From an optimization exercise on the open Yosys and OpenROAD flow, aimed at small area; shortcuts taken in it are not production practice. In this exercise RTL edits were held to simulation tests only and were not proved equivalent to the original. Power figures rest on the tool's default switching activity, not on a simulated workload.

==> flow/design.v, too long to show whole: its modules and the start of the top module <==
// module CompUnit: 968 lines
// module FullAdd: 10 lines
// module SelN: 11 lines
// module AccSelN: 9 lines
// module InstrDec: 18 lines
// module AndNN3: 8 lines
// module AndB3: 8 lines
// module And3: 8 lines
// module Nand3: 8 lines
// module HalfAdd: 9 lines
// module XnorN: 7 lines
// module XorN: 7 lines
// module OrN: 7 lines
module CompUnit #(
    parameter value_width = 16
) (
    input wire clk,
    input wire [2:0] instr,
    input wire [value_width-1:0] A1,
    input wire [value_width-1:0] A2,
    input wire [value_width-1:0] W1,
    input wire [value_width-1:0] W2,
    output reg [value_width-1:0] out1
);
  // ...
==> flow/flow/run.sh <==
#!/bin/bash
# The standard layout (standard.sh), with two changes:
#  - ABC sees a light load on each output of a module, so it keeps the
#    smallest drive strength instead of upsizing every module output;
#  - the port buffers are the smallest buffer cell.
# Each step's full output goes to its own log in this folder.
set -euo pipefail
export BUFFER_PORTS_ARGS="-buffer_cell sky130_fd_sc_hd__buf_1"
bash standard.sh ABC_LOAD_IN_FF=0.005 synth > synth.log 2>&1
bash standard.sh ABC_LOAD_IN_FF=0.005 finish > finish.log 2>&1
==> flow/standard.sh <==
#!/bin/bash
# synth_recipe.tcl (not shown) runs the flow's synth.tcl, then flattens the netlist and writes it again
# the make line also repeats each setting of config.mk as NAME=value (left out here)
make -C /OpenROAD-flow-scripts/flow DESIGN_CONFIG=/design/flow/config.mk WORK_HOME=/design/flow/orfs CLKGATE_MAP_FILE= SYNTH_SCRIPT=/design/flow/synth_recipe.tcl "${@:-finish}"
==> flow/config.mk <==
export PLATFORM = sky130hd
export DESIGN_NAME = CompUnit
export DESIGN_NICKNAME = CompUnit
export VERILOG_FILES = /design/flow/design.v
export SDC_FILE = /design/flow/constraint.sdc
export NUM_CORES = 4
export LEC_CHECK = 0
export ABC_CLOCK_PERIOD_IN_PS = 10000
export CAP_MARGIN = 0
export CORE_MARGIN = 2
export CORE_UTILIZATION = 40
export CTS_BUF_LIST = sky130_fd_sc_hd__clkbuf_4
export CTS_CLUSTER_SIZE = 20
export GPL_TIMING_DRIVEN = 0
export PLACE_DENSITY = 0.5
export SLEW_MARGIN = 0
export SYNTH_HIERARCHICAL = 1
==> flow/constraint.sdc <==
create_clock -name core_clock -period 10.0 [get_ports {clk}]
set_input_delay 2.0000 -clock core_clock [delete_from_list [all_inputs] [get_ports {clk}]]
set_output_delay 2.0000 -clock core_clock [all_outputs]
set_load 0.01 [all_outputs]
==> results.txt, run 1 <==
status timing/DRC/antenna clean; Area contributors post-synth fa_1, a222oi_1, xor2_1; Hold Startpoint out1[0]; Final period util 0.980; dpl hpwl about 15000 um; hold path depth 3; largest net degree at the start of global routing 21; crit path from instr[1]; dpl cells between 600 and 700; hold_buf cts 0; PwrDens ~230 nW/um^2; yosys synthesis warning count 7; met1 usage 0.400; invs w/o clock 17; Largest register FFs 16; Int Pwr around 0.6 mW; slew of the pin with the lowest slew margin ~1400 ps; internal reg-to-reg setup slack 3070 ps; mux contribution to synthesized area 0; RSZ-0062 raised after global routing no; Largest regs out1 x16; busiest grt layer met2; vias in the first global route approximately 5k; largest family of logic cells by synthesized area adder cells; Max-area cell class multi-input combinational cells; FFs & Latches 16; utilization after layout 0.455; VDD IR max about 170 uV; P_comb 1.20 mW; top power group combinational cells; Fin Setup TNS 0 ps; met1 WL 8030 um; global-route wire length before repair a little over 30000 um; Fin Hold WS approximately 660 ps; Max-Cap Viols 0; number of hold violations in the final report 0; sequential area share after synthesis 0.0586; core area roughly 13000 um^2; CLK BUF 3; largest register by flop count out1
==> inputs of run 2 (changes only) <==
--- a/flow/design.v
+++ b/flow/design.v
@@ -611,18 +611,18 @@
 SelN una1_6_61 (.s1(pa1_51), .a(W1[6]), .s2(qa1_52), .b(W1[5]), .s3(ra1_53), .c(s11), .y(na1_6_61));
 SelN una1_7_62 (.s1(pa1_51), .a(W1[7]), .s2(qa1_52), .b(W1[6]), .s3(ra1_53), .c(s13), .y(na1_7_62));
 SelN una1_8_63 (.s1(pa1_51), .a(W1[8]), .s2(qa1_52), .b(W1[7]), .s3(ra1_53), .c(s15), .y(na1_8_63));
 SelN una1_9_64 (.s1(pa1_51), .a(W1[9]), .s2(qa1_52), .b(W1[8]), .s3(ra1_53), .c(s17), .y(na1_9_64));
 SelN una1_10_65 (.s1(pa1_51), .a(W1[10]), .s2(qa1_52), .b(W1[9]), .s3(ra1_53), .c(s19), .y(na1_10_65));
 SelN una1_11_66 (.s1(pa1_51), .a(W1[11]), .s2(qa1_52), .b(W1[10]), .s3(ra1_53), .c(s21), .y(na1_11_66));
 SelN una1_12_67 (.s1(pa1_51), .a(W1[12]), .s2(qa1_52), .b(W1[11]), .s3(ra1_53), .c(s23), .y(na1_12_67));
 SelN una1_13_68 (.s1(pa1_51), .a(W1[13]), .s2(qa1_52), .b(W1[12]), .s3(ra1_53), .c(s25), .y(na1_13_68));
-AndNN3 upa2_69 (.a_n(en1_n), .b_n(A1[5]), .c(A1[4]), .y(pa2_69));
-AndNN3 uqa2_70 (.a_n(en1_n), .b_n(A1[4]), .c(A1[5]), .y(qa2_70));
+AndB3 upa2_69 (.a(en1), .b(A1[4]), .c_n(A1[5]), .y(pa2_69));
+AndB3 uqa2_70 (.a(en1), .b(A1[5]), .c_n(A1[4]), .y(qa2_70));
 And3 ura2_71 (.a(en1), .b(A1[5]), .c(A1[4]), .y(ra2_71));
 Nand3 una2_0_73 (.a(en1), .b(A1[4]), .c(W1[0]), .y(na2_0_73));
 SelN una2_1_74 (.s1(pa2_69), .a(W1[1]), .s2(qa2_70), .b(W1[0]), .s3(ra2_71), .c(t1), .y(na2_1_74));
 SelN una2_2_75 (.s1(pa2_69), .a(W1[2]), .s2(qa2_70), .b(W1[1]), .s3(ra2_71), .c(s3), .y(na2_2_75));
 SelN una2_3_76 (.s1(pa2_69), .a(W1[3]), .s2(qa2_70), .b(W1[2]), .s3(ra2_71), .c(s5), .y(na2_3_76));
 SelN una2_4_77 (.s1(pa2_69), .a(W1[4]), .s2(qa2_70), .b(W1[3]), .s3(ra2_71), .c(s7), .y(na2_4_77));
 SelN una2_5_78 (.s1(pa2_69), .a(W1[5]), .s2(qa2_70), .b(W1[4]), .s3(ra2_71), .c(s9), .y(na2_5_78));
 SelN una2_6_79 (.s1(pa2_69), .a(W1[6]), .s2(qa2_70), .b(W1[5]), .s3(ra2_71), .c(s11), .y(na2_6_79));
@@ -722,18 +722,18 @@
 SelN unb1_6_192 (.s1(pb1_182), .a(W2[6]), .s2(qb1_183), .b(W2[5]), .s3(rb1_184), .c(s142), .y(nb1_6_192));
 SelN unb1_7_193 (.s1(pb1_182), .a(W2[7]), .s2(qb1_183), .b(W2[6]), .s3(rb1_184), .c(s144), .y(nb1_7_193));
 SelN unb1_8_194 (.s1(pb1_182), .a(W2[8]), .s2(qb1_183), .b(W2[7]), .s3(rb1_184), .c(s146), .y(nb1_8_194));
 SelN unb1_9_195 (.s1(pb1_182), .a(W2[9]), .s2(qb1_183), .b(W2[8]), .s3(rb1_184), .c(s148), .y(nb1_9_195));
 SelN unb1_10_196 (.s1(pb1_182), .a(W2[10]), .s2(qb1_183), .b(W2[9]), .s3(rb1_184), .c(s150), .y(nb1_10_196));
 SelN unb1_11_197 (.s1(pb1_182), .a(W2[11]), .s2(qb1_183), .b(W2[10]), .s3(rb1_184), .c(s152), .y(nb1_11_197));
 SelN unb1_12_198 (.s1(pb1_182), .a(W2[12]), .s2(qb1_183), .b(W2[11]), .s3(rb1_184), .c(s154), .y(nb1_12_198));
 SelN unb1_13_199 (.s1(pb1_182), .a(W2[13]), .s2(qb1_183), .b(W2[12]), .s3(rb1_184), .c(s156), .y(nb1_13_199));
-AndNN3 upb2_200 (.a_n(en2_n), .b_n(A2[5]), .c(A2[4]), .y(pb2_200));
-AndNN3 uqb2_201 (.a_n(en2_n), .b_n(A2[4]), .c(A2[5]), .y(qb2_201));
+AndB3 upb2_200 (.a(en2), .b(A2[4]), .c_n(A2[5]), .y(pb2_200));
+AndB3 uqb2_201 (.a(en2), .b(A2[5]), .c_n(A2[4]), .y(qb2_201));
 And3 urb2_202 (.a(en2), .b(A2[5]), .c(A2[4]), .y(rb2_202));
 Nand3 unb2_0_204 (.a(en2), .b(A2[4]), .c(W2[0]), .y(nb2_0_204));
 SelN unb2_1_205 (.s1(pb2_200), .a(W2[1]), .s2(qb2_201), .b(W2[0]), .s3(rb2_202), .c(t132), .y(nb2_1_205));
 SelN unb2_2_206 (.s1(pb2_200), .a(W2[2]), .s2(qb2_201), .b(W2[1]), .s3(rb2_202), .c(s134), .y(nb2_2_206));
 SelN unb2_3_207 (.s1(pb2_200), .a(W2[3]), .s2(qb2_201), .b(W2[2]), .s3(rb2_202), .c(s136), .y(nb2_3_207));
 SelN unb2_4_208 (.s1(pb2_200), .a(W2[4]), .s2(qb2_201), .b(W2[3]), .s3(rb2_202), .c(s138), .y(nb2_4_208));
 SelN unb2_5_209 (.s1(pb2_200), .a(W2[5]), .s2(qb2_201), .b(W2[4]), .s3(rb2_202), .c(s140), .y(nb2_5_209));
 SelN unb2_6_210 (.s1(pb2_200), .a(W2[6]), .s2(qb2_201), .b(W2[5]), .s3(rb2_202), .c(s142), .y(nb2_6_210));
==> run 2 against run 1 <==
Effect of this change: still clean on timing, DRC and antenna; total power down 0.78%; clock skew down 3.3 ps; maximum frequency about the same; core utilization down 0.094 points.
==> results.txt, run 2 <==
status timing/DRC/antenna clean (unchanged); CTS clk-pin slew, worst paths 90 ps (about the same); Worst Path Max Fanout 22 (was 20); Starting Density 0.411 (about the same); r2r worst-path depth 17 (unchanged); commonest non-fill, non-tap cell in the layout fa_1 (unchanged); vias in the first global route 5237 (was 5052); Mapped Cells 438 (unchanged); CTS root buf clkbuf_4 (unchanged); Avg Cell Area, Syn 12.5 um^2 (about the same); Max-Cap Viols 0 (unchanged); count leader, synth fa_1 (unchanged); # diodes 0 (unchanged); leakage power 1.58 nW (was 1.56 nW); CTS sink cnt 16 (unchanged); largest net degree at the start of global routing 23 (was 21); Routed WL 19900 um (was 19700 um); Tot GR Track Use 0.276 (was 0.274); RePlAce Congestion 0.834 (was 0.859); die width 121 um (about the same); Iteration-0 DRC Markers 1181 (was 1088); PwrDens 226 nW/um^2 (was 227 nW/um^2); Area Growth Syn to Fin 10.5% (was 10.8%); syn_nets 647 (unchanged); RSZ-0062 raised after global routing no (unchanged); total grt overflow 0 (unchanged); vias per cell 7.30 (was 7.24); worst min path class flop to flop (unchanged); sequential cell area 320 um^2 (unchanged); Crit path max-delay family adder cells (unchanged); commonest non-fill, non-tap cells in the layout fa_1, a222oi_1, buf_1 (unchanged); area leader, netlist fa_1 (unchanged); die area 14600 um^2 (about the same); Most common cell on crit path fa_1 (unchanged); Most used DFF post-synth dfxtp_1 (unchanged); insertion delay to the later sink of the worst-skew pair 270 ps (was 290 ps); worst relative slew slack 0.179 (was 0.0743); hold path depth 3 (unchanged); Largest register FFs 16 (unchanged); Critical Path End Type flop (unchanged); Worst setup SP type input port (unchanged); Yosys reg bits 16 (unchanged); number of hold violations in the final report 0 (unchanged); utilization after layout 0.454 (was 0.455); PortBufs 83 (unchanged); Synth cell types 19 (unchanged); VDD IR max 163 uV (was 171 uV); internal reg-to-reg setup slack 3020 ps (was 3070 ps); Synth async-reset ratio 0 (unchanged); number of enable flip-flop cells after synthesis 0 (unchanged); Max H-tree Level 1 (unchanged); Worst Path Class, Setup input port to flop (unchanged); Area contributors post-synth fa_1, a222oi_1, xor2_1 (unchanged); Mapped Area 5470 um^2 (was 5460 um^2); CTS tree done (unchanged); Num CTS Buffers 3 (unchanged); fin nets 735 (unchanged); Final ANT Viol Nets 0 (unchanged); crit-path cells buf_1 > and2_2 > and2_1 > a21o_1 > a222oi_1 > fa_1 > fa_1 > fa_1 > fa_1 > fa_1 > fa_1 > fa_1 > fa_1 > fa_1 > fa_1 > fa_1 > fa_1 > fa_1 > fa_1 > xor2_1 (was buf_1 > and3_2 > and3_1 > a222oi_1 > or2_0 > fa_1 > fa_1 > fa_1 > fa_1 > fa_1 > fa_1 > fa_1 > fa_1 > fa_1 > fa_1 > fa_1 > fa_1 > fa_1 > fa_1 > xor2_1); die span in y 121 um (about the same); Final period util 0.980 (about the same); clock skew 2.06 ps (was 5.31 ps); minimum clock period 9800 ps (about the same); area of the multi-input gates 5090 um^2 (was 5100 um^2); max-slew violations 0 (unchanged); dpl hpwl 14800 um (was 15000 um); Synth top area share 0.509 (about the same); CP max stage cell a21o_1 (was and3_1); Worst path depth 20 (unchanged); CP bufs+invs 1 (unchanged); DRC Markers 0 (unchanged); global-route wire length before repair 30600 um (was 30400 um); yosys synthesis warning count 7 (unchanged); fill count 1283 (was 1293); crit-path max cell delay 610 ps (was 690 ps); largest register by flop count out1 (unchanged); IO Pins 84 (unchanged); clk buf depth 2 (unchanged); CP arrival 9960 ps (was 9980 ps); Largest regs out1 x16 (unchanged); layout cell share with drive strength beyond 1 0.0248 (was 0.0286); Setup Viol. Count Final 0 (unchanged); Rows 42 (unchanged); CP Data Required Time 10170 ps (was 10180 ps); Synth top cells by count fa_1, a222oi_1, xor2_1, nand3_1 (was fa_1, a222oi_1, xor2_1, nor3b_1, nand3_1); slew of the pin with the lowest slew margin 1230 ps (was 1390 ps); Max Fclk 0.102 GHz (about the same); sequential area share after synthesis 0.0586 (about the same); Pre-Repair DR Iteration Count 13 (unchanged); antenna violations before repair 0 (unchanged); Fin Hold WS 658 ps (was 665 ps); wire per inst 28.4 um (was 28.2 um); core area 13300 um^2 (unchanged); via count 5118 (was 5077)
[run 2: cell types whose count changed after synthesis, sizes merged]
| cell | previous run | this run |
|---|---|---|
| nor3b | 21 | 17 |
| and3b | 7 | 11 |
[run 2: repair_timing]
item	in CTS	in global routing
hold buffers	0	0
endpoints found under the setup margin	0	2
resized for setup	0	11
setup buffers	0	0
[run 2: layer usage]
| layer | part of all wire | vias to the layer above | global-route usage |
|---|---|---|---|
| li1 | - | 2081 | - |
| met1 | 0.39 | 2635 | 0.404 |
| met2 | 0.47 | 372 | 0.435 |
| met3 | 0.12 | 30 | 0.0367 |
| met4 | 0.024 | 0 | 0.0676 |
| met5 | 0 | - | 0 |
[run 2: per-stage QoR]
step	cells	area [um^2]	power [mW]	TNS (ps)	worst slack [ps]
floorplan	438	5470	0.912	0	922
global placement	697	6000	1.32	-195	-151
detailed placement	697	6000	1.32	-347	-234
CTS	701	6030	1.36	0	50.5
global route	701	6040	1.51	0	39.8
finish	701	6040	1.36	0	201
[run 2: final timing paths]
path / start / end
setup / recovery: instr[1] / out1[15]
hold / removal: out1[0] / out1[0]
setup reg to reg: out1[1] / out1[15]
hold reg to reg: out1[0] / out1[0]
[run 2: worst reg2reg max path, cell delays in order (launching register included)]
cell and delay, ps:
dfxtp_1 370, a22oi_1 130, or2_0 280, fa_1 390, fa_1 400, fa_1 390
fa_1 420, fa_1 420, fa_1 420, fa_1 390, fa_1 400, fa_1 410
fa_1 420, fa_1 420, fa_1 410, fa_1 480, fa_1 420, xor2_1 300
[run 2: kinds of logic after synthesis]
logic type               Yosys count  share of synthesized area
AO/OA/AOI/OAI                    145                      0.256
XOR/XNOR                          44                     0.0705
adder cells (fa/ha/maj)          141                      0.514
buffers and inverters             17                     0.0117
flip-flops                        16                     0.0586
AND/OR/NAND/NOR                   75                     0.0899
[run 2: cell type report]
cell class                      count  share of cell area
Clock buffer                        3             0.00373
Multi-Input combinational cell    405               0.843
Timing Repair Buffer               83              0.0524
Inverter                           17              0.0106
Tap cell                          176              0.0365
Clock inverter                      1            0.000622
Sequential cell                    16              0.0530
[run 2: per-module statistics from Yosys (local to each module, per instance)]
module | flops+latches | cells inside | cell area [um^2] | copies in the design
AndNN3 | 0 | 1 | 7.51 | 16
Nand3 | 0 | 1 | 5.00 | 18
XorN | 0 | 1 | 8.76 | 37
And3 | 0 | 1 | 6.26 | 14
OrN | 0 | 1 | 6.26 | 7
AccSelN | 0 | 1 | 7.51 | 15
XnorN | 0 | 1 | 8.76 | 7
CompUnit | 16 | 40 | 425 | 1
AndB3 | 0 | 1 | 8.76 | 10
InstrDec | 0 | 7 | 46.3 | 1
SelN | 0 | 1 | 10.0 | 126
HalfAdd | 0 | 1 | 12.5 | 2
FullAdd | 0 | 1 | 20.0 | 139
[run 2: where the power goes]
| group | total, mW | internal, mW | switching (mW) | leakage (nW) |
|---|---|---|---|---|
| logic | 1.19 | 0.475 | 0.712 | 1.43 |
| clock network | 0.0326 | 0.0144 | 0.0182 | 0.0154 |
| registers | 0.144 | 0.116 | 0.0284 | 0.135 |
| total | 1.36 | 0.606 | 0.758 | 1.58 |
==> inputs of run 3 (changes only) <==
--- a/flow/config.mk
+++ b/flow/config.mk
@@ -9,7 +9,7 @@
 export CAP_MARGIN = 0
 export CORE_MARGIN = 2
 export CORE_UTILIZATION = 40
-export CTS_BUF_LIST = sky130_fd_sc_hd__clkbuf_4
+export CTS_BUF_LIST = sky130_fd_sc_hd__clkbuf_2 sky130_fd_sc_hd__clkbuf_4
 export CTS_CLUSTER_SIZE = 20
 export GPL_TIMING_DRIVEN = 0
 export PLACE_DENSITY = 0.5
==> run 3 against run 2 <==
Effect of this change: die area unchanged; largest power group unchanged; setup slack did not move; first-iteration DRC count stayed put; via count did not move; synthesized area unchanged; critical path depth unchanged; core utilization is the same.
==> results.txt, run 3 <==
count leader, synth fa_1 (unchanged); Mapped Cells 438 (unchanged); via count 5118 (unchanged); CP Data Required Time 10170 ps (about the same); Tot Pwr 1.36 mW (unchanged); slew of the pin with the lowest slew margin 1230 ps (unchanged); commonest non-fill, non-tap cells in the layout fa_1, a222oi_1, buf_1 (unchanged); commonest non-fill, non-tap cell in the layout fa_1 (unchanged); Crit Reg-Reg Startpoint out1[1] (unchanged); Reg-to-Reg End out1[15] (unchanged); Synth async-reset ratio 0 (unchanged); Synth top area share 0.509 (unchanged); Synth cell types 19 (unchanged); sequential area share after synthesis 0.0586 (unchanged); area of the multi-input gates 5090 um^2 (unchanged); Mapped Area 5470 um^2 (unchanged); Largest regs out1 x16 (unchanged); Critical Path End Type flop (unchanged); Final period util 0.980 (unchanged); vias in the first global route 5237 (unchanged); global-route wire length before repair 30600 um (unchanged); die area 14600 um^2 (unchanged); Starting Density 0.411 (unchanged); PortBufs 83 (unchanged); vias per cell 7.30 (unchanged); syn_nets 647 (unchanged); Max Fclk 0.102 GHz (unchanged); clk buf depth 2 (unchanged); Setup Viol. Count Final 0 (unchanged); Avg Cell Area, Syn 12.5 um^2 (unchanged); Num CTS Buffers 3 (unchanged); Worst Path Max Fanout 22 (unchanged); IO Pins 84 (unchanged); worst min path class flop to flop (unchanged); die width 121 um (unchanged); Area contributors post-synth fa_1, a222oi_1, xor2_1 (unchanged); total grt overflow 0 (unchanged); Max H-tree Level 1 (unchanged); layout cell share with drive strength beyond 1 0.0248 (unchanged); Max-Cap Viols 0 (unchanged); clock skew 2.06 ps (unchanged); Fin Hold WS 658 ps (unchanged); crit path from instr[1] (unchanged); Post-CTS Setup Inserts 0 (unchanged); Fin Setup TNS 0 ps (unchanged); Area Growth Syn to Fin 10.5% (unchanged); Largest register FFs 16 (unchanged); CTS tree done (unchanged); yosys synthesis warning count 7 (unchanged); r2r worst-path depth 17 (unchanged); Critical Path Sink out1[15] (unchanged); RePlAce Congestion 0.834 (unchanged); insertion delay to the later sink of the worst-skew pair 270 ps (about the same); area leader, netlist fa_1 (unchanged); number of enable flip-flop cells after synthesis 0 (unchanged); RSZ-0062 raised after global routing no (unchanged); # diodes 0 (unchanged); PwrDens 226 nW/um^2 (unchanged); Worst Path Class, Setup input port to flop (unchanged); CP arrival 9960 ps (about the same); final setup margin 201 ps (unchanged); Hold Startpoint out1[0] (unchanged); largest net degree at the start of global routing 23 (unchanged); Most used DFF post-synth dfxtp_1 (unchanged); minimum clock period 9800 ps (unchanged); Tot GR Track Use 0.276 (unchanged); DRC Markers 0 (unchanged); internal reg-to-reg setup slack 3020 ps (about the same); CTS sink cnt 16 (unchanged); Synth top cells by count fa_1, a222oi_1, xor2_1, nand3_1 (unchanged); number of hold violations in the final report 0 (unchanged); fill count 1283 (unchanged); fin nets 735 (unchanged); Iteration-0 DRC Markers 1181 (unchanged); Final ANT Viol Nets 0 (unchanged); CTS root buf clkbuf_4 (unchanged); max-slew violations 0 (unchanged); Worst setup SP type input port (unchanged); Pre-Repair DR Iteration Count 13 (unchanged); Routed WL 19900 um (unchanged); die span in y 121 um (unchanged); leakage power 1.58 nW (unchanged); status timing/DRC/antenna clean (unchanged); dpl hpwl 14800 um (unchanged); CTS clk-pin slew, worst paths 90 ps (about the same); core area 13300 um^2 (unchanged); largest register by flop count out1 (unchanged); wire per inst 28.4 um (unchanged); utilization after layout 0.454 (unchanged); Place WS -234 ps (unchanged); Rows 42 (unchanged); worst relative slew slack 0.179 (unchanged); antenna violations before repair 0 (unchanged); VDD IR max 163 uV (unchanged); Yosys reg bits 16 (unchanged); sequential cell area 320 um^2 (unchanged)
[run 3: cell counts after synthesis]
Identical to the previous run, type by type.
[run 3: worst max-delay path: stages]
cell and delay, ps:
buf_1 200, and2_2 480, and2_1 210, a21o_1 610, a222oi_1 270, fa_1 470
fa_1 400, fa_1 390, fa_1 420, fa_1 420, fa_1 410, fa_1 390
fa_1 400, fa_1 410, fa_1 420, fa_1 420, fa_1 410, fa_1 480
fa_1 420, xor2_1 300
[run 3: logic make-up (layout without fill, tap and decap cells)]
kind of cell / after synthesis / count (layout) / share of synthesized area
buffers and inverters: 17 / 104 / 0.0117
flip-flops: 16 / 16 / 0.0586
XOR/XNOR: 44 / 44 / 0.0705
adder cells (fa/ha/maj): 141 / 141 / 0.514
AO/OA/AOI/OAI: 145 / 145 / 0.256
AND/OR/NAND/NOR: 75 / 75 / 0.0899
[run 3: per-stage QoR]
| step | cell area, um^2 | instances |
|---|---|---|
| finish | 6040 | 701 |
| global route | 6040 | 701 |
| CTS | 6030 | 701 |
| detailed placement | 6000 | 697 |
| global placement | 6000 | 697 |
| floorplan | 5470 | 438 |
[run 3: power breakdown]
group	leakage [nW]	internal (mW)	switching [mW]
sequential	0.135	0.116	0.0284
clock	0.0154	0.0144	0.0182
combinational	1.43	0.475	0.712
total	1.58	0.606	0.758
[run 3: modules after synthesis (local to each module, per instance)]
| module | area (um^2) | flops+latches | cells inside | times used |
|---|---|---|---|---|
| Nand3 | 5.00 | 0 | 1 | 18 |
| XorN | 8.76 | 0 | 1 | 37 |
| XnorN | 8.76 | 0 | 1 | 7 |
| AccSelN | 7.51 | 0 | 1 | 15 |
| SelN | 10.0 | 0 | 1 | 126 |
| AndB3 | 8.76 | 0 | 1 | 10 |
| And3 | 6.26 | 0 | 1 | 14 |
| OrN | 6.26 | 0 | 1 | 7 |
| CompUnit | 425 | 16 | 40 | 1 |
| InstrDec | 46.3 | 0 | 7 | 1 |
| FullAdd | 20.0 | 0 | 1 | 139 |
| HalfAdd | 12.5 | 0 | 1 | 2 |
| AndNN3 | 7.51 | 0 | 1 | 16 |
[run 3: final cells by class]
type | instances | area share
clock buffer | 3 | 0.00373
inverter | 17 | 0.0106
sequential | 16 | 0.0530
tap | 176 | 0.0365
multi-input combinational | 405 | 0.843
timing repair buffer | 83 | 0.0524
clock inverter | 1 | 0.000622
[run 3: routing by layer]
layer / GRT usage / routed length, um / vias up
met3: 0.0367 / 2300 / 30
li1: - / - / 2081
met5: 0 / 0 / -
met1: 0.404 / 7810 / 2635
met2: 0.435 / 9300 / 372
met4: 0.0676 / 482 / 0
[run 3: what timing repair did]
action / CTS / global route
hold buffers: 0 / 0
setup endpoints to repair: 0 / 2
resized for setup: 0 / 11
[run 3: worst min path at each step]
stage	to	slack, ps	cells past startpoint
6_report	out1[0]	660	3
2_1_floorplan	out1[0]	650	3
4_1_cts	out1[0]	670	3
3_3_place_gp	out1[0]	640	3
3_5_place_dp	out1[0]	660	3
5_1_grt	out1[0]	720	3

==> separate check: timing with driven ports <==
In the flow no input, the clock included, has a driving cell. The finished layouts below were timed again as built, in two steps.
Step 1, drivers: a clkbuf_16 drives clk and a buf_2 each remaining input, both assumed.
Step 2 moves the port delays by t, midway between the first and last clock arrival at a register: inputs arrive t later, outputs are due t later. That takes back most of the time a late clock gives input paths.
a / b / c = ideal / step 1 / step 2; a / b = the first two.
| run | shift t [ns] | setup slack, ns | hold WS [ns] | worst register clock-pin slew, ns |
|---|---|---|---|---|
| run 1 | 0.310 | 0.202 / 0.203 / -0.107 | 0.665 / 0.665 / 0.665 | 0.09 / 0.09 |
| run 2 | 0.291 | 0.201 / 0.193 / -0.098 | 0.658 / 0.658 / 0.658 | 0.09 / 0.09 |
| run 3 | 0.291 | 0.201 / 0.193 / -0.098 | 0.658 / 0.658 / 0.658 | 0.09 / 0.09 |
Met with ideal ports but missed after step 2: setup timing in every run listed. For run 1, which loses most, drivers alone change the setup slack by +0.001 ns; drivers and shift together by -0.309 ns.
